Background: an optimization exercise with open tools, aiming at small area. Do not read the settings as production practice.
Where RTL was checked, it was by simulation tests only, not by an equivalence proof against the original.
The clock port is modelled as an ideal driver; clocking choices that lean on that would not hold on a real chip.
Power and IR drop assume default switching activity.

==> flow/design.v <==
module baudrate_gen
	(
		input clk, rst,
		output tick,
		output bit_tick
	);
	reg [9:0] lfsr;    
	reg [2:0] sub;     
	always @(posedge clk, posedge rst)
		if (rst)
			lfsr <= 10'd1;
		else
			lfsr <= {lfsr[8:0], lfsr[9] ^ lfsr[6]};
	assign tick = (lfsr == 10'd1);
	always @(posedge clk, posedge rst)
		if (rst)
			sub <= 3'b000;
		else if (tick)
			sub <= {sub[1:0], ~(sub[2] | sub[1])};
	assign bit_tick = tick & sub[2] & ~sub[1];
endmodule
module fifo
	#(parameter
		WORD = 8,
		SIZE = 8
	)
	(
		input clk, rst,
		input wr,                  
		input [WORD-1:0] wr_data,
		input rd,                  
		output [WORD-1:0] rd_data,
		output full, empty
	);
	reg [WORD-1:0] buf_r [0:SIZE-1];
	reg [SIZE-1:0] valid;
	reg [SIZE-1:0] move;     
	integer i;
	always @(*) begin
		move[0] = ~valid[0] | rd;
		for (i = 1; i < SIZE; i = i + 1)
			move[i] = ~valid[i] | move[i-1];
	end
	always @(posedge clk, posedge rst)
		if (rst)
			valid <= {SIZE{1'b0}};
		else begin
			for (i = 0; i < SIZE-1; i = i + 1)
				valid[i] <= move[i] ? valid[i+1] : 1'b1;
			valid[SIZE-1] <= move[SIZE-1] ? (wr & ~full) : 1'b1;
		end
	always @(posedge clk) begin
		for (i = 0; i < SIZE-1; i = i + 1)
			if (move[i])
				buf_r[i] <= buf_r[i+1];
		if (move[SIZE-1])
			buf_r[SIZE-1] <= wr_data;
	end
	assign rd_data = buf_r[0];
	assign full = &valid;
	assign empty = ~valid[0];
endmodule
module uart_rx
	(
		input clk, rst,
		input tick,
		input rx,
		output ready,
		output [7:0] rd_data
	);
	reg busy;
	reg [2:0] sub;     
	reg [9:0] sh;
	wire sample = busy & tick & sub[2] & ~sub[1];
	wire done = sample & ~sh[0];
	always @(posedge clk, posedge rst)
		if (rst)
			busy <= 1'b0;
		else if (~busy)
			busy <= ~rx;
		else if (done)
			busy <= 1'b0;
	always @(posedge clk)
		if (~busy)
			sub <= 3'b001;
		else if (tick)
			sub <= {sub[1:0], ~(sub[2] | sub[1])};
	always @(posedge clk)
		if (~busy | sample)
			sh <= {rx, sh[9:1]};
	assign ready = done;
	assign rd_data = sh[9:2];
endmodule
module uart_tx
	(
		input clk, rst,
		input bit_tick,
		input avail,             
		input [7:0] data,
		output start,            
		output tx
	);
	reg busy, line;
	reg [8:0] sh;
	wire free = ~|sh;
	assign start = bit_tick & free & avail;
	always @(posedge clk, posedge rst)
		if (rst) begin
			busy <= 1'b0;
			line <= 1'b1;
		end else if (bit_tick) begin
			if (free) begin
				busy <= avail;
				line <= ~avail;
			end else
				line <= sh[0];
		end
	always @(posedge clk)
		if (bit_tick | ~busy)
			sh <= {start, sh[8:1] | ({8{start}} & data)};
	assign tx = line;
endmodule
module uart
	(
		input clk, rst,
		output rx_ready,
		input rx,  
		output [7:0] rx_data,
		input uart_rx,	 
		input tx,
		input [7:0] tx_data,
		output tx_full,	 
		output uart_tx
	);
	wire tick, bit_tick;
	baudrate_gen baudrate_inst (
		.clk(clk), .rst(rst),
		.tick(tick), .bit_tick(bit_tick)
	);
	wire rx_done;
	wire [7:0] rx_byte;
	wire rx_empty, rx_full;
	uart_rx rx_inst (
		.clk(clk), .rst(rst),
		.tick(tick), .rx(uart_rx),
		.ready(rx_done), .rd_data(rx_byte)
	);
	fifo rx_fifo (
		.clk(clk), .rst(rst),
		.wr(rx_done), .wr_data(rx_byte),
		.rd(rx), .rd_data(rx_data),
		.full(rx_full), .empty(rx_empty)
	);
	assign rx_ready = ~rx_empty;
	wire tx_empty, tx_start;
	wire [7:0] tx_head;
	fifo tx_fifo (
		.clk(clk), .rst(rst),
		.wr(tx), .wr_data(tx_data),
		.rd(tx_start), .rd_data(tx_head),
		.full(tx_full), .empty(tx_empty)
	);
	uart_tx tx_inst (
		.clk(clk), .rst(rst),
		.bit_tick(bit_tick),
		.avail(~tx_empty), .data(tx_head),
		.start(tx_start), .tx(uart_tx)
	);
endmodule
clock: 10.0 ns
lec_check: 0
cap_margin: 20
core_margin: 2
core_utilization: 70
cts_buf_list: sky130_fd_sc_hd__clkbuf_8
slew_margin: 20
standard.sh (not shown) runs the stock make flow with config.mk's settings and CLKGATE_MAP_FILE= SYNTH_SCRIPT=/design/flow/synth_recipe.tcl, a recipe that flattens the netlist after the stock synthesis.
==> flow/flow/run.sh <==
#!/bin/bash
# The standard layout (standard.sh), with three changes:
#  - ports are buffered with the smallest buffer;
#  - clock tree synthesis adds no dummy loads and builds the tree from
#    clkbuf_4 under a clkbuf_8 root;
#  - after clock tree synthesis, flow/post_cts.tcl gives each clock buffer the
#    smallest size that keeps the clock slew at its flip-flops low enough, and
#    each logic cell the smallest size that keeps timing, slew and load limits.
# make's output goes to standard.log; each step's own log is under orfs/logs.
set -euo pipefail
here=$(pwd)
export BUFFER_PORTS_ARGS="-buffer_cell sky130_fd_sc_hd__buf_1"
export CTS_ARGS="-sink_clustering_enable -repair_clock_nets -buf_list sky130_fd_sc_hd__clkbuf_4 -root_buf sky130_fd_sc_hd__clkbuf_8 -dont_use_dummy_load"
export POST_CTS_TCL="$here/flow/post_cts.tcl"
bash standard.sh > standard.log 2>&1
Other scripts of this flow, unchanged in this note and not shown: flow/flow/post_cts.tcl
Then changed:
--- a/flow/design.v
+++ b/flow/design.v
@@ -101,9 +101,9 @@
 		output tx
 	);
 	reg busy, line;
 	reg [8:0] sh;
-	wire free = ~|sh;
+	wire free = ~busy | ~|sh;
 	assign start = bit_tick & free & avail;
 	always @(posedge clk, posedge rst)
 		if (rst) begin
 			busy <= 1'b0;
@@ -115,10 +115,14 @@
 			end else
 				line <= sh[0];
 		end
 	always @(posedge clk)
-		if (bit_tick | ~busy)
-			sh <= {start, sh[8:1] | ({8{start}} & data)};
+		if (bit_tick) begin
+			if (~free)
+				sh <= {1'b0, sh[8:1]};
+			else if (avail)
+				sh <= {1'b1, data};
+		end
 	assign tx = line;
 endmodule
 module uart
 	(
Wire length shrinks by about 3.2%.
Non-clock buffer count rises by 1.
Utilization barely changes.
Synthesized cell count is higher by 3.3%.
Power increases by 0.62%.
Die area stays flat.
Maximum frequency grows by about 1.6%.
Global-route usage shrinks by 0.83 points.
First-iteration DRC count is lower by about 28%.
Area after synthesis barely changes.
The RTL of the first run of this note was laid out without a check of its function.

separate check: timing with driven ports:
No port has a modelled driver above. Below, the same layouts with a new extraction and two added sets of constraints. Step 1 (the two cells are an assumption about what drives the block):
set clk [get_ports {clk}]
set_driving_cell -lib_cell sky130_fd_sc_hd__clkbuf_16 $clk
set_driving_cell -lib_cell sky130_fd_sc_hd__buf_2 [delete_from_list [all_inputs] $clk]
Step 2 moves the port delays by t, midway between the first and last clock arrival at a register: inputs arrive t later, outputs are due t later. That takes back most of the time a late clock gives input paths. Slacks: no drivers / after step 1 / after step 2; pairs: no drivers / after step 1.
run	shift t [ns]	setup slack, ns	worst setup path after step 2	worst slew at a driven data input, ns
the first run	0.426	6.089 / 6.059 / 6.386	input to register	0.03
the second run	0.429	6.151 / 6.120 / 6.408	input to register	0.03
After both steps setup and hold are still met in every run listed.
